What follows belongs to an exercise in optimizing a design on an open flow for small area; a production flow would make more cautious choices. Only simulation tests tie the RTL to the original design; equivalence was not proved. Power and IR drop assume default switching activity.

`flow/run.sh`:
```
#!/bin/bash
# synth_recipe.tcl (not shown) runs the flow's synth.tcl, then flattens the netlist and writes it again
# the make line also repeats each setting of config.mk as NAME=value (left out here)
make -C /OpenROAD-flow-scripts/flow DESIGN_CONFIG=/design/flow/config.mk WORK_HOME=/design/flow/orfs CLKGATE_MAP_FILE= SYNTH_SCRIPT=/design/flow/synth_recipe.tcl finish
```
`flow/config.mk`:
```
export PLATFORM = sky130hd
export DESIGN_NAME = ALD_miami
export DESIGN_NICKNAME = ALD_miami
export VERILOG_FILES = /design/flow/design.v
export SDC_FILE = /design/flow/constraint.sdc
export NUM_CORES = 4
export LEC_CHECK = 0
export CAP_MARGIN = 20
export CORE_MARGIN = 2
export CORE_UTILIZATION = 40
export SLEW_MARGIN = 20
```
`flow/constraint.sdc`:
```
create_clock -name core_clock -period 50.0 [get_ports {CLOCK_50}]
set_input_delay 10.0000 -clock core_clock [delete_from_list [all_inputs] [get_ports {CLOCK_50}]]
set_output_delay 10.0000 -clock core_clock [all_outputs]
set_load 0.01 [all_outputs]
```
`flow/design.v`:
```
module ALD_miami(
    SW,
    RST_N,
    CLOCK_50,
    LEDR
);
input [7:1]SW;
input RST_N;
input CLOCK_50;
output [6:0]LEDR;
wire clk = CLOCK_50;
wire rst = RST_N;
reg [5:0] rung;
wire r0  = (rung == 6'd0);
wire r1  = (rung == 6'd1);
wire r2  = (rung == 6'd2);
wire r6  = (rung == 6'd6);
wire r7  = (rung == 6'd7);
wire r38 = (rung == 6'd38);
reg started;                 
reg mstop, heat, mstart, precursor, vacpumps, mfc, tok;
reg ps0, ps1, ps2;           
reg tonp1_in, trig11, trig21, trig71, trig81;
reg svac1, svac2;
reg [3:0] cyc_acc;
reg cyc_dn, done1, cyc_res;
reg SV1, SV4, VV1, VV2, heaterson, reactorheater, mfcwater;
assign LEDR = {mfcwater, reactorheater, heaterson, VV2, VV1, SV4, SV1};
reg [38:0] ring1;
reg [12:0] ring2;
reg [12:0] ring3;
reg cy1, cy2, cy3;
wire seg_tonp1  = (rung <= 6'd10);
wire seg_tvac1  = (rung >= 6'd11) & (rung <= 6'd22);
wire seg_twater = (rung >= 6'd23) & (rung <= 6'd33);
wire seg_tpvac  = (rung >= 6'd34) & (rung <= 6'd37);
wire first1     = r0 | (rung == 6'd11) | (rung == 6'd23) | (rung == 6'd34);
wire act1       = ~r38;
wire en1  = (seg_tonp1 & tonp1_in) | (seg_tvac1 & trig11) | (seg_twater & trig21) | (seg_tpvac & mstart);
wire sat1 = seg_tvac1 ? (ring1[11] & ring1[2] & ring1[1]) :
            seg_tpvac ? (ring1[3] & ring1[1] & ring1[0]) :
                        (ring1[10] & ring1[1] & ring1[0]);
wire old1 = ring1[0] & started;
wire cin1 = first1 ? ~(sat1 & started) : cy1;
wire nb1  = act1 ? (en1 & (old1 ^ cin1)) : ring1[0];
wire act2   = (rung >= 6'd13) & (rung <= 6'd25);
wire first2 = (rung == 6'd13);
wire sat2   = ring2[12] & ring2[3] & ring2[0];
wire cin2   = first2 ? ~sat2 : cy2;
wire nb2    = act2 ? (trig71 & (ring2[0] ^ cin2)) : ring2[0];
wire act3   = (rung >= 6'd13) & (rung <= 6'd22);
wire first3 = (rung == 6'd13);
wire sat3   = ring3[9] & ring3[1];
wire old3   = ring3[0] & started;
wire cin3   = first3 ? ~(sat3 & started) : cy3;
wire nb3    = act3 ? (tok & (old3 ^ cin3)) : ring3[0];
always @(posedge clk) begin
    ring1 <= {nb1, ring1[38:1]};
    ring2 <= {nb2, ring2[12:1]};
    ring3 <= {nb3, ring3[12:1]};
    cy1 <= old1 & cin1;
    cy2 <= ring2[0] & cin2;
    cy3 <= old3 & cin3;
end
wire tonp1_ge   = ring1[11] & ring1[2];      
wire tonp1_b0   = ring1[1];
wire tvac1_ge   = ring1[23] & ring1[14];     
wire tvac1_b0   = ring1[12];
wire twater_ge  = ring1[34] & ring1[25];     
wire twater_b0  = ring1[24];
wire tvacw_ge   = ring2[0] & ring2[4];       
wire tvacw_b0   = ring2[1];
wire tvacw_ge3  = ring2[0] & (ring2[4] | (ring2[3] & ring2[2] & ring2[1]));  
wire tpvac_sat  = ring1[30] & ring1[28] & ring1[27] & started;
wire pulse_sat  = ring3[2] & ring3[7];
wire startpos  = ps1 & ~ps2;
wire sv11      = tonp1_in & ~tonp1_ge;
wire sv1_start = tonp1_ge & ~tonp1_b0;
wire prec_n    = precursor | mstart;
wire tonp1_n   = prec_n & ((trig81 & ~done1) | ps1 | sv11);
wire trig11_n  = sv1_start | (trig11 & ~startpos & ~trig81);
wire trig21_n  = (tvac1_ge & tvac1_b0) | (trig21 & ~startpos & ~trig81);
wire sw_tt     = trig21 & ~twater_ge;
wire trig71_n  = (trig21_n & twater_ge & ~twater_b0) | (trig71 & ~startpos & ~trig81);
wire trig81_n  = tvacw_ge & ~tvacw_b0;
wire cyc_full  = cyc_acc[3] & cyc_acc[1];
wire cyc_inc   = trig81 & ~cyc_res & ~cyc_full;
wire [3:0] cyc_acc31 = cyc_acc + {3'd0, cyc_inc};
wire cyc_full31 = cyc_acc31[3] & cyc_acc31[1];
always @(posedge clk) begin
    if (r0) mstop <= SW[2] | cyc_dn;
    if (r1) heat <= ~SW[7];
    if (r7) ps0 <= tok & ~pulse_sat;
    if (r38) begin
        svac1 <= trig11 & ~tvac1_ge;
        svac2 <= trig71 & ~tvacw_ge3;
    end
end
always @(posedge clk or negedge rst) begin
    if (rst == 1'b0) begin
        rung <= 6'd0;
        started <= 1'b0;
        mstart <= 1'b0; precursor <= 1'b0;
        vacpumps <= 1'b0; mfc <= 1'b0; tok <= 1'b0;
        ps1 <= 1'b0; ps2 <= 1'b0;
        tonp1_in <= 1'b0; trig11 <= 1'b0; trig21 <= 1'b0; trig71 <= 1'b0; trig81 <= 1'b0;
        cyc_acc <= 4'd0; cyc_dn <= 1'b0; done1 <= 1'b0; cyc_res <= 1'b0;
        SV1 <= 1'b0; SV4 <= 1'b0; VV1 <= 1'b0; VV2 <= 1'b0;
        heaterson <= 1'b0; reactorheater <= 1'b0; mfcwater <= 1'b0;
    end
    else begin
        rung <= r38 ? 6'd0 : rung + 6'd1;
        if (r2) mstart <= (~SW[1] & ~SW[3]) | (mstart & ~SW[2] & ~mstop);
        if (r6) mfc <= mstart & (~SW[5] | (SW[6] & mfc));
        if (r7) begin
            tok <= mstart & (~SW[4] | tok);
            vacpumps <= mstart & (~tpvac_sat | (vacpumps & ~tok));
        end
        if (r38) begin
            started <= 1'b1;
            ps1 <= ps0; ps2 <= ps1;
            precursor <= prec_n;
            tonp1_in <= tonp1_n;
            trig11 <= trig11_n;
            trig21 <= trig21_n;
            trig71 <= trig71_n;
            trig81 <= trig81_n;
            done1 <= trig81 ? cyc_full : cyc_dn;
            cyc_acc <= startpos ? 4'd0 : cyc_acc31;
            cyc_dn <= ~startpos & (trig81 ? cyc_full31 : cyc_dn);
            cyc_res <= startpos;
            SV1 <= mstart & sv11;
            SV4 <= mstart & sw_tt;
            VV1 <= mstart & (vacpumps | svac1);
            VV2 <= mstart & (vacpumps | svac2);
            heaterson <= heat;
            reactorheater <= (mstart | reactorheater) & ~mstop;
            mfcwater <= mfc;
        end
    end
end
endmodule
```
==> results.txt <==
- I/O Pins: 16
- Peak VDD IR: 0.0000161 V
- DRT antenna net count: 0
- Yosys warns: 1
- Status: complete, no violations
- RSZ-0062 raised after global routing: no
- Top-count cell post-synth: dfxtp_1
- First-pass detailed-route iteration total: 4
- Worst skew pair latency: about 0.36 ns
- First-pass GRT wire length: 10000 um
- Mapped Cells: between 300 and 400
- Final wirelength: just under 6000 um
- Initial drt markers: 79
- Synth cell types: 55
- CP Data Arrival Time: 1.24 ns
- Setup TNS: 0 ns
- Gr usage total: 13.2%
- Detail-routed via count per cell: 4.86
- Number of synthesized flops with an enable pin: 5
- Fmax: 88.9 MHz
- Layout cell share with drive strength beyond 1: 7.19%
- Crit share post-route: 22.5%
- Starting Density: between 40 and 50%
- List of most frequent post-synthesis cells: dfxtp_1 (68), nand2_1 (38), dfrtp_1 (33)
- TritonCTS clock tree: done
- Crit. End Element: primary output
- Crit-path slowest cell: clkdlybuf4s50_1
- Post-synthesis sequential area ratio: roughly 66%
- Die height: 98.4 um
- Post-CTS Setup Bufs: 0
- Area contributors post-synth: dfxtp_1 (38%), dfrtp_1 (23%), edfxtp_1 (4.2%), nand2_1 (4.0%), ha_1 (3.5%)
- Detail Placement HPWL: 3970 um
- Worst Path Required: around 40 ns
- Drt wl/cell: 13.7 um
- Die width: 98.4 um
- DRC viols: 0
- Layout Skew: 0.00800 ns
- Crit Path Class: reg -> out
- Slew Limit Headroom: between 60% and 70%
- Area grow syn2layout: 12.1%
- Main synth FF type: dfxtp_1
- Maxcap violations: 0
- CTS max path bufs: 2
- Cell Chain, Critical Path: clkdlybuf4s50_1
- Yosys top cell area share: 38.2%
- Leakage Power: around 0.0017 uW
- Placer Congestion: 0.765
- Worst Tran Pin Value: 0.512 ns
- Final-stage net count: ~330
- PwrDens: around 36 nW/um2
- Clock-pin slew on the worst setup and hold paths: 0.09 ns
- Largest net degree at the start of global routing: 34
- Std cell rows: 34
- Layout fillers: 786
- Root Buffer: clkbuf_8
- Fin crit period: 11.24 ns
- Number of inserted diodes: 0
- Synth area leader: dfxtp_1
- Async S/R FF share, synth: 31.1%
- Die area: 9680 um2
- Syn nets: 323
- Final Hold Viols: 0
- Hold-fix buffers at CTS: 0
- Area of the core: 8680 um2
- H-tree lvl count: 3
- Slew Viols, Final: 0
- Worst-path fanout max: 2
- Vias in the first global route: around 2k
- Worst setup margin: 38.76 ns
- Syn Area/Cell: 11.7 um2
- Initial antenna violation count: 0
- Flops & latches, synth: 106
- Total gr overflow: 0
- Critical Path Max Stage Delay: between 0.5 and 0.6 ns
- Clock Sinks: 106
- Post-CTS sizing: 0
- Final setup fails: 0
- Mapped cell area: 3560 um2
- Total CTS buffers: 9
- DR vias: 2081
- CP Buf/Inv Count: 1
- CP delay by family, top: buffers and inverters
- DP Worst Slack: 39.04 ns
- IO Port Bufs: 15
- Critical path launch point type: flop
- Hold crit path type: reg -> reg
sequential cells by signal, summed over array words and instances, names as in the netlist, 4 cells and up:
| register | count |
|---|---|
| ring3 | 13 |
| ring1 | 39 |
| cyc_acc | 4 |
| rung | 6 |
| ring2 | 13 |
metal layers:
| layer | track usage, % | wire length, um | up-vias | share of wire, % |
|---|---|---|---|---|
| met2 | 19.5 | 2540 | 28 | 43 |
| met4 | 4.53 | 111 | 0 | 1.9 |
| met1 | 18.3 | 2980 | 982 | 51 |
| met5 | 0 | 0 | - | 0 |
| li1 | - | - | 1062 | - |
| met3 | 4.51 | 233 | 9 | 4.0 |
final timing paths:
kind,start,end,slack [ns],cells after the start
max in group asynchronous,RST_N,started$_DFFE_PN0P_,39.65,2
min in group asynchronous,RST_N,rung[1]$_DFF_PN0_,10.04,2
min reg2reg,ring1[13]$_DFF_P_,ring1[12]$_DFF_P_,0.33,0
max reg2reg,rung[3]$_DFF_PN0_,ring1[38]$_DFF_P_,47.53,7
min,ring1[13]$_DFF_P_,ring1[12]$_DFF_P_,0.33,0
max,VV1$_DFFE_PN0P_,LEDR[2],38.76,1
cells in the final DEF, fill, tap and decap left out, types with 2 or more instances in the layout:
| master | Yosys | layout |
|---|---|---|
| a21boi_0 | 2 | 2 |
| a21o_1 | 5 | 5 |
| a21oi_1 | 5 | 5 |
| a22o_1 | 2 | 2 |
| a31oi_1 | 3 | 3 |
| a32o_1 | 2 | 2 |
| a32oi_1 | 2 | 2 |
| and2_1 | 9 | 9 |
| and3_1 | 3 | 3 |
| and3b_1 | 2 | 2 |
| buf_4 | 7 | 2 |
| clkbuf_16 | 0 | 3 |
| clkbuf_8 | 0 | 10 |
| clkdlybuf4s50_1 | 0 | 15 |
| dfrtp_1 | 33 | 33 |
| dfxtp_1 | 68 | 68 |
| edfxtp_1 | 5 | 5 |
| ha_1 | 10 | 10 |
| inv_1 | 11 | 11 |
| mux2i_1 | 3 | 3 |
| nand2_1 | 38 | 38 |
| nand2b_1 | 3 | 3 |
| nand3_1 | 10 | 10 |
| nand4_1 | 3 | 3 |
| nand4b_1 | 2 | 2 |
| nor2_1 | 8 | 8 |
| nor2b_1 | 3 | 3 |
| nor3_1 | 2 | 2 |
| nor3b_1 | 2 | 2 |
| nor4_1 | 4 | 4 |
| o211ai_1 | 2 | 2 |
| o21ai_0 | 16 | 16 |
| o31ai_1 | 3 | 3 |
| or2_2 | 2 | 2 |
| xnor2_1 | 2 | 2 |
| xor2_1 | 3 | 3 |
per-stage QoR:
step                hold WS, ns  std cells  utilization, %  instance area [um2]  total power [uW]
global placement          0.310        412            43.3                 3760              90.7
global route              0.336        428            46.0                 3990               151
finish                    0.331        428            46.0                 3990               146
floorplan                 0.310        304               -                 3560              89.1
detailed placement        0.312        412            43.3                 3760              90.7
CTS                       0.330        428            46.0                 3990               147
layout make-up:
class	instances	area (um2)	area share [%]
sequential	106	2340	58.5
multi-input combinational	169	1070	26.9
clock buffer	14	216	5.42
timing repair buffer	17	165	4.14
tap	108	135	3.38
inverter	12	45.0	1.13
clock inverter	2	20.0	0.501
kinds of logic (layout without fill, tap and decap cells):
kind of cell    after synthesis  after routing  share of synthesized area [%]
flops                       106            106                           65.6
buf+inv                      29             45                           4.21
fa+ha+maj                    10             10                           3.51
simple gates                 96             96                           14.0
xor+xnor                      5              5                           1.23
mux                           3              3                          0.843
compound gates               55             55                           10.6
power breakdown:
| group | switching, uW | internal (uW) | total (uW) | leakage [uW] |
|---|---|---|---|---|
| registers | 0.533 | 85.9 | 86.4 | 0.00102 |
| logic | 1.04 | 1.27 | 2.31 | 0.000553 |
| clock network | 27.9 | 29.1 | 57.0 | 0.000120 |
| total | 29.5 | 116 | 146 | 0.00170 |

-- afterwards: timing with drivers on the ports --
The flow's constraints put no driver on any port. The routed layout listed below was extracted and timed again, unchanged, in two steps.
Step 1 (the two cells are an assumption about what drives the block):
set clk [get_ports {CLOCK_50}]
set_driving_cell -lib_cell sky130_fd_sc_hd__clkbuf_16 $clk
set_driving_cell -lib_cell sky130_fd_sc_hd__buf_2 [delete_from_list [all_inputs] $clk]
Step 2 moves the port delays by t, midway between the first and last clock arrival at a register: inputs arrive t later, outputs are due t later. That takes back most of the time a late clock gives input paths.
Slacks: no drivers / after step 1 / after step 2; pairs: no drivers / after step 1.
t (ns): 0.386
setup slack, ns: 38.756 / 38.724 / 39.035
hold WS [ns]: 0.331 / 0.331 / 0.331
worst setup path after step 2: input to register
latest minus earliest clock arrival (ns): 0.008 / 0.009
After both steps this run still meets setup and hold. For this run, drivers alone change the setup slack by -0.032 ns; drivers and shift together by +0.279 ns.
